From an optimization exercise on the open Yosys and OpenROAD flow, aimed at small area; shortcuts taken in it are not production practice. RTL that was checked went through simulation tests only; none was proved equivalent to the original. No activity file was given, so power comes from the tool's default toggle rates.

==> module fifo, before the edit <==
module fifo(
    input clk,
    input rst_n,
    input input_valid,
    output input_enable,
    output output_valid,
    input output_enable,
    input [15:0] data_in,
    output reg [7:0] data_out
);
reg [15:0] mem [0:15];
reg [3:0] wr_ptr;
reg [3:0] rd_ptr;
reg       rd_hi;           
reg       full_eq;         
wire same_idx = (wr_ptr == rd_ptr);
wire empty = same_idx & !full_eq;
wire full  = same_idx & full_eq;
assign input_enable = !full;
assign output_valid = !empty;
wire do_write = input_valid & !full;
wire do_read  = output_enable & !empty;
wire [3:0] qa_n;
wire [3:0] qb_n;
wire [15:0] we;
wire [15:0] we_hi;
genvar w;
generate
    for (w = 0; w < 4; w = w + 1) begin : g_wdec
        g_nand2 ua (.a(wr_ptr[0] == w[0]), .b(wr_ptr[1] == w[1]), .y(qa_n[w]));
        g_nand3 ub (.a(do_write), .b(wr_ptr[2] == w[0]), .c(wr_ptr[3] == w[1]), .y(qb_n[w]));
    end
    for (w = 0; w < 16; w = w + 1) begin : g_we
        g_nor2 ulo (.a(qa_n[w % 4]), .b(qb_n[w / 4]), .y(we[w]));
        g_nor2 uhi (.a(qa_n[w % 4]), .b(qb_n[w / 4]), .y(we_hi[w]));
        always @(posedge clk) begin
            if (we[w])
                mem[w][7:0] <= data_in[7:0];
            if (we_hi[w])
                mem[w][15:8] <= data_in[15:8];
        end
    end
endgenerate
wire [3:0] pa_n;
wire [7:0] pb_n;
genvar i, j, b;
generate
    for (i = 0; i < 4; i = i + 1) begin : g_pa
        g_nand2 u (.a(rd_ptr[0] == i[0]), .b(rd_ptr[1] == i[1]), .y(pa_n[i]));
    end
    for (j = 0; j < 8; j = j + 1) begin : g_pb
        g_nand4 u (.a(do_read), .b(rd_hi == j[0]), .c(rd_ptr[2] == j[1]), .d(rd_ptr[3] == j[2]), .y(pb_n[j]));
    end
endgenerate
wire [31:0] sel;
generate
    for (i = 0; i < 16; i = i + 1) begin : g_sel
        g_nor2 ulo (.a(pa_n[i % 4]), .b(pb_n[{i[3:2], 1'b0}]), .y(sel[i]));
        g_nor2 uhi (.a(pa_n[i % 4]), .b(pb_n[{i[3:2], 1'b1}]), .y(sel[16 + i]));
    end
endgenerate
wire hold = !do_read;
wire [7:0] dnext;
generate
    for (b = 0; b < 8; b = b + 1) begin : g_bit
        wire [32:0] s, d;
        for (i = 0; i < 16; i = i + 1) begin : g_in
            assign s[i]      = sel[i];
            assign d[i]      = mem[i][b];
            assign s[16 + i] = sel[16 + i];
            assign d[16 + i] = mem[i][8 + b];
        end
        assign s[32] = hold;
        assign d[32] = data_out[b];
        wire [10:0] t;
        for (j = 0; j < 11; j = j + 1) begin : g_aoi
            g_aoi222 u (.a1(s[3*j]), .a2(d[3*j]), .b1(s[3*j+1]), .b2(d[3*j+1]),
                        .c1(s[3*j+2]), .c2(d[3*j+2]), .y(t[j]));
        end
        wire o0, o1, o2;
        g_nand4 n0 (.a(t[0]), .b(t[1]), .c(t[2]), .d(t[3]), .y(o0));
        g_nand4 n1 (.a(t[4]), .b(t[5]), .c(t[6]), .d(t[7]), .y(o1));
        g_nand3 n2 (.a(t[8]), .b(t[9]), .c(t[10]), .y(o2));
        g_or3   o  (.a(o0), .b(o1), .c(o2), .y(dnext[b]));
    end
endgenerate
always @(posedge clk or negedge rst_n) begin
    if (!rst_n) begin
        wr_ptr   <= 4'd0;
        rd_ptr   <= 4'd0;
        rd_hi    <= 1'b0;
        full_eq  <= 1'b0;
        data_out <= 8'd0;
    end else begin
        data_out <= dnext;
        if (do_write)
            wr_ptr <= wr_ptr + 1'b1;
        if (do_read) begin
            rd_hi <= ~rd_hi;
            if (rd_hi)
                rd_ptr <= rd_ptr + 1'b1;
        end
        if (do_write)
            full_eq <= 1'b1;
        else if (do_read & rd_hi)
            full_eq <= 1'b0;
    end
end
endmodule
clock: 4.0 ns
lec_check: 0
cap_margin: 20
core_margin: 2
core_utilization: 40
slew_margin: 20
synth_hierarchical: 1
synth_minimum_keep_size: 0
standard.sh (not shown) runs the stock make flow with config.mk's settings and CLKGATE_MAP_FILE= SYNTH_SCRIPT=/design/flow/synth_recipe.tcl, a recipe that flattens the netlist after the stock synthesis.
==> flow/flow/run.sh <==
#!/bin/bash
# Standard layout, with a leaner clock tree (no dummy loads, larger clusters)
# and small port buffers.
set -euo pipefail
export CTS_ARGS="-sink_clustering_enable -repair_clock_nets -dont_use_dummy_load -buf_list sky130_fd_sc_hd__clkbuf_16 -sink_clustering_size 30 -sink_clustering_max_diameter 100"
export BUFFER_PORTS_ARGS="-buffer_cell sky130_fd_sc_hd__buf_1"
bash standard.sh > standard.log 2>&1
==> next run, changes <==
--- a/flow/design.v
+++ b/flow/design.v
@@ -21,25 +21,21 @@
 wire do_write = input_valid & !full;
 wire do_read  = output_enable & !empty;
 wire [3:0] qa_n;
 wire [3:0] qb_n;
 wire [15:0] we;
-wire [15:0] we_hi;
 genvar w;
 generate
     for (w = 0; w < 4; w = w + 1) begin : g_wdec
         g_nand2 ua (.a(wr_ptr[0] == w[0]), .b(wr_ptr[1] == w[1]), .y(qa_n[w]));
         g_nand3 ub (.a(do_write), .b(wr_ptr[2] == w[0]), .c(wr_ptr[3] == w[1]), .y(qb_n[w]));
     end
     for (w = 0; w < 16; w = w + 1) begin : g_we
-        g_nor2 ulo (.a(qa_n[w % 4]), .b(qb_n[w / 4]), .y(we[w]));
-        g_nor2 uhi (.a(qa_n[w % 4]), .b(qb_n[w / 4]), .y(we_hi[w]));
+        g_nor2 u (.a(qa_n[w % 4]), .b(qb_n[w / 4]), .y(we[w]));
         always @(posedge clk) begin
             if (we[w])
-                mem[w][7:0] <= data_in[7:0];
-            if (we_hi[w])
-                mem[w][15:8] <= data_in[15:8];
+                mem[w] <= data_in;
         end
     end
 endgenerate
 wire [3:0] pa_n;
 wire [7:0] pb_n;
What happened: Critical path depth does not change. Utilization went up by 0.31 points. Final cell count stays flat. Setup slack gets better by 13 ps. Power went down by about 1.6%. Die area went down by about 0.6%. Sequential share of layout area went down by 0.32 points. Via count went down by about 2.6%.
Only the layout flow was run in the second run of this note; the RTL was not checked for function there.

-- port drivers added, routing unchanged --
Ports are ideal in the flow. The routed layouts listed here were re-timed in OpenROAD. Step 1, drivers: a clkbuf_16 drives clk and a buf_2 each remaining input, both assumed. Step 2, shift: input delay + t, output delay - t, t = (earliest + latest rising clock arrival at the registers) / 2. This alone moves slack from input paths to output paths. Three values: ideal ports, drivers, drivers and shift; two values: the first two.
run | t (ns) | slack for setup (ns) | worst register clock-pin slew, ns
the first run | 0.493 | 0.250 / 0.250 / 0.250 | 0.11 / 0.11
the second run | 0.508 | 0.263 / 0.263 / 0.263 | 0.11 / 0.11
After both steps setup and hold are still met in every run listed.
